From an optimization exercise on the open Yosys and OpenROAD flow, aimed at small area and a short achievable clock period; shortcuts taken in it are not production practice. In this exercise RTL edits were held to simulation tests only and were not proved equivalent to the original.

==> job 4879: inputs <==
// CS
module CS(Y, X, reset, clk);
input clk, reset;
input [7:0] X;
output reg [9:0] Y;
reg [3:0] count;                  
reg [7:0] w0, w1, w2, w3, w4, w5, w6, w7, w8;    
reg [7:0] q;                      
reg [3:0] r;                      
reg nz;                           
always @(posedge clk) nz <= ~reset;
wire [7:0] qz = q & {8{nz}};
wire [3:0] rz = r & {4{nz}};
always @(posedge clk) begin
  q <= qn; r <= rn;
end
wire full = (count == 4'd9);
wire en = full & ~reset;
wire [7:0] qn;
wire [3:0] rn;
wire [9:0] Yd;
always @(posedge clk) begin
  w0 <= X; w1 <= w0; w2 <= w1; w3 <= w2; w4 <= w3;
  w5 <= w4; w6 <= w5; w7 <= w6; w8 <= w7;
end
always @(posedge clk) begin
  if (reset) count <= 4'd0;
  else if (!full) count <= count + 4'd1;
end
always @(posedge clk) Y <= Yd;
  ...
export LEC_CHECK = 0
export CAP_MARGIN = 20
export CORE_MARGIN = 2
export CORE_UTILIZATION = 50
export CTS_BUF_LIST = sky130_fd_sc_hd__clkbuf_8
export SLEW_MARGIN = 20
export SYNTH_HIERARCHICAL = 1
export SYNTH_MINIMUM_KEEP_SIZE = 0
create_clock -name core_clock -period 23.0 [get_ports {clk}]
standard.sh (not shown) runs the stock make flow with config.mk's settings and CLKGATE_MAP_FILE= SYNTH_SCRIPT=/design/flow/synth_recipe.tcl, a recipe that flattens the netlist after the stock synthesis.
==> flow/flow/run.sh <==
#!/bin/bash
# The standard layout (standard.sh), with two changes to how it is made:
#  - ORFS's timing repair aims at a setup slack of 13.5 ns at the design's clock
#    period (SETUP_SLACK_MARGIN), so repair_timing sizes and buffers critical paths;
#  - every input and output port still gets a buffer, of cell sky130_fd_sc_hd__buf_2.
set -e
export SETUP_SLACK_MARGIN=13.5
export BUFFER_PORTS_ARGS="-buffer_cell sky130_fd_sc_hd__buf_2"
bash standard.sh > standard.log 2>&1
==> inputs of job 6023, as changes to job 4879 <==
==> flow/flow/run.sh (replaced) <==
#!/bin/bash
# The standard layout (standard.sh), with two changes to how it is made:
#  - ORFS's timing repair aims at a setup slack of 13.75 ns at the design's clock
#    period (SETUP_SLACK_MARGIN), so repair_timing sizes and buffers critical paths;
#  - every input and output port still gets a buffer, of cell sky130_fd_sc_hd__buf_2.
set -e
export SETUP_SLACK_MARGIN=13.75
export BUFFER_PORTS_ARGS="-buffer_cell sky130_fd_sc_hd__buf_2"
bash standard.sh > standard.log 2>&1
--- a/flow/config.mk
+++ b/flow/config.mk
@@ -9,3 +9,3 @@
 export CORE_MARGIN = 2
-export CORE_UTILIZATION = 50
+export CORE_UTILIZATION = 40
 export CTS_BUF_LIST = sky130_fd_sc_hd__clkbuf_8
==> inputs of job 8005, as changes to job 4879 <==
==> flow/flow/run.sh (replaced) <==
#!/bin/bash
# The standard layout (standard.sh), with two changes to how it is made:
#  - ORFS's timing repair aims at a setup slack of 14 ns at the design's clock
#    period (SETUP_SLACK_MARGIN), so repair_timing sizes and buffers critical paths;
#  - every input and output port still gets a buffer, of cell sky130_fd_sc_hd__buf_2.
set -e
export SETUP_SLACK_MARGIN=14
export BUFFER_PORTS_ARGS="-buffer_cell sky130_fd_sc_hd__buf_2"
bash standard.sh > standard.log 2>&1
==> impl_metrics.ini <==
[global_route]
grt_pass1_wl_um = 24070

[routing]
wl_per_cell_um = 18.50
finalWirelength_um = 14650
first_iter_violations = 555
wl_met2_um = 7317
viasPerCell = 5.918

[place]
dp_worst_setup_slack_ns = 13.19
post-dp-hpwl_um = 11650
routabilityCongestion = 0.8327

[die]
design.core.area_um2 = 12720
tapCellCount = 172

[setup_path]
critPathBufInv = 3

[sta]
worst_hold_slack_ns = 0.3822
finClkSkew_ns = 0.009689
timing.final.ws_setup_ns = 13.90

[status]
outcome = no timing/DRC/antenna violations

[hold_path]
hold_end = w2[0]$_DFF_P_

[finish]
final_cell_mix = dfxtp_1 (97), and2_1 (75), maj3_2 (63), fa_1 (53), ha_1 (52)
-- figures above: job 4879

==> impl_metrics.ini <==
[finish]
final_cell_mix = dfxtp_1 (97), and2_1 (74), maj3_2 (63), fa_1 (53), ha_1 (49)
fillers = 1525
nClkBuffers = 9

[place]
dp_worst_setup_slack_ns = 13.10
post-dp-hpwl_um = 11740

[routing]
wl_met2_um = 7201
wl_per_cell_um = 17.87
finalWirelength_um = 15110

[global_route]
grt_pass1_wl_um = 24890

[sta]
max_freq_ghz = 0.1109
finClkSkew_ns = 0.01794
worst_hold_slack_ns = 0.3826
timing.final.ws_setup_ns = 13.98

[die]
tapCellCount = 216
design.core.area_um2 = 16000

[setup_path]
critPathBufInv = 2

[status]
outcome = no timing/DRC/antenna violations

[hold_path]
hold_end = w3[0]$_DFF_P_
-- figures above: job 6023

==> impl_metrics.ini <==
[status]
outcome = no timing/DRC/antenna violations

[hold_path]
hold_end = w2[0]$_DFF_P_

[routing]
wl_met2_um = 7967
first_iter_violations = 551
finalWirelength_um = 15470
wl_per_cell_um = 19.08
viasPerCell = 5.949

[sta]
timing.final.ws_setup_ns = 14.19

[die]
tapCellCount = 172

[global_route]
grt_pass1_wl_um = 24290

[place]
routabilityCongestion = 0.8327

[finish]
final_cell_mix = dfxtp_1 (97), and2_1 (75), maj3_2 (63), fa_1 (53), ha_1 (49)
-- figures above: job 8005


========
==> run D: inputs <==
Starting RTL as in the previous note.
## CS
module CS(Y, X, reset, clk);
input clk, reset;
input [7:0] X;
output reg [9:0] Y;
reg [3:0] count;                  
reg [7:0] w0, w1, w2, w3, w4, w5, w6, w7, w8;    
reg [7:0] q;                      
reg [3:0] r;                      
reg nz;                           
always @(posedge clk) nz <= ~reset;
wire [7:0] qz = q & {8{nz}};
wire [3:0] rz = r & {4{nz}};
always @(posedge clk) begin
  q <= qn; r <= rn;
end
wire full = (count == 4'd9);
wire en = full & ~reset;
wire [7:0] qn;
wire [3:0] rn;
wire [9:0] Yd;
always @(posedge clk) begin
  w0 <= X; w1 <= w0; w2 <= w1; w3 <= w2; w4 <= w3;
  w5 <= w4; w6 <= w5; w7 <= w6; w8 <= w7;
end
always @(posedge clk) begin
  if (reset) count <= 4'd0;
  else if (!full) count <= count + 4'd1;
end
always @(posedge clk) Y <= Yd;
  ...
clock: 23.0 ns
lec_check: 0
cap_margin: 20
core_margin: 2
core_utilization: 40
cts_buf_list: sky130_fd_sc_hd__clkbuf_8
slew_margin: 20
synth_hierarchical: 1
synth_minimum_keep_size: 0
==> flow/flow/run.sh <==
#!/bin/bash
# The standard layout (standard.sh), with two changes to how it is made:
#  - ORFS's timing repair aims at a setup slack of 13.5 ns at the design's clock
#    period (SETUP_SLACK_MARGIN), so repair_timing sizes and buffers critical paths;
#  - every input and output port still gets a buffer, of cell sky130_fd_sc_hd__buf_2.
set -e
export SETUP_SLACK_MARGIN=13.5
export BUFFER_PORTS_ARGS="-buffer_cell sky130_fd_sc_hd__buf_2"
bash standard.sh > standard.log 2>&1
==> inputs of run A, as changes to run D <==
--- a/flow/config.mk
+++ b/flow/config.mk
@@ -10,4 +10,5 @@
 export CORE_UTILIZATION = 40
 export CTS_BUF_LIST = sky130_fd_sc_hd__clkbuf_8
+export GPL_TIMING_DRIVEN = 1
 export SLEW_MARGIN = 20
 export SYNTH_HIERARCHICAL = 1
==> comparison <==
- In die area, run D and run A do not differ.
- Fmax is the same in run D and run A.
- Sequential cell count is the same in run A and run D.
- Sequential share of layout area is the same in run A and run D.
- In area after synthesis, run A and run D do not differ.

==> afterwards: timing with drivers on the ports <==
The flow's constraints put no driver on any port. The routed layouts listed below were extracted and timed again, unchanged, in two steps. Step 1 (the two cells are an assumption about what drives the block):
set clk [get_ports {clk}]
set_driving_cell -lib_cell sky130_fd_sc_hd__clkbuf_16 $clk
set_driving_cell -lib_cell sky130_fd_sc_hd__buf_2 [delete_from_list [all_inputs] $clk]
Step 2 times the ports against the registers' clock, not the clock port: input delays grow and output delays shrink by t, the midpoint of the rising clock arrivals with the driver on. Slacks: ideal ports / drivers / drivers and shift; pairs: ideal ports / drivers.
| run | shift t [ns] | slack for setup (ns) | worst data-port slew with drivers (ns) |
|---|---|---|---|
| job 4879 | 0.435 | 13.896 / 13.896 / 13.839 | 0.03 |
| job 6023 | 0.428 | 13.980 / 13.980 / 13.904 | 0.04 |
| job 8005 | 0.436 | 14.188 / 14.188 / 13.927 | 0.03 |
| run D | 0.428 | 13.840 / 13.840 / 13.840 | 0.04 |
| run A | 0.428 | 13.840 / 13.840 / 13.840 | 0.04 |
After both steps every run listed still meets setup and hold. For job 8005, which loses most, drivers alone change the setup slack by 0.000 ns; drivers and shift together by -0.261 ns.
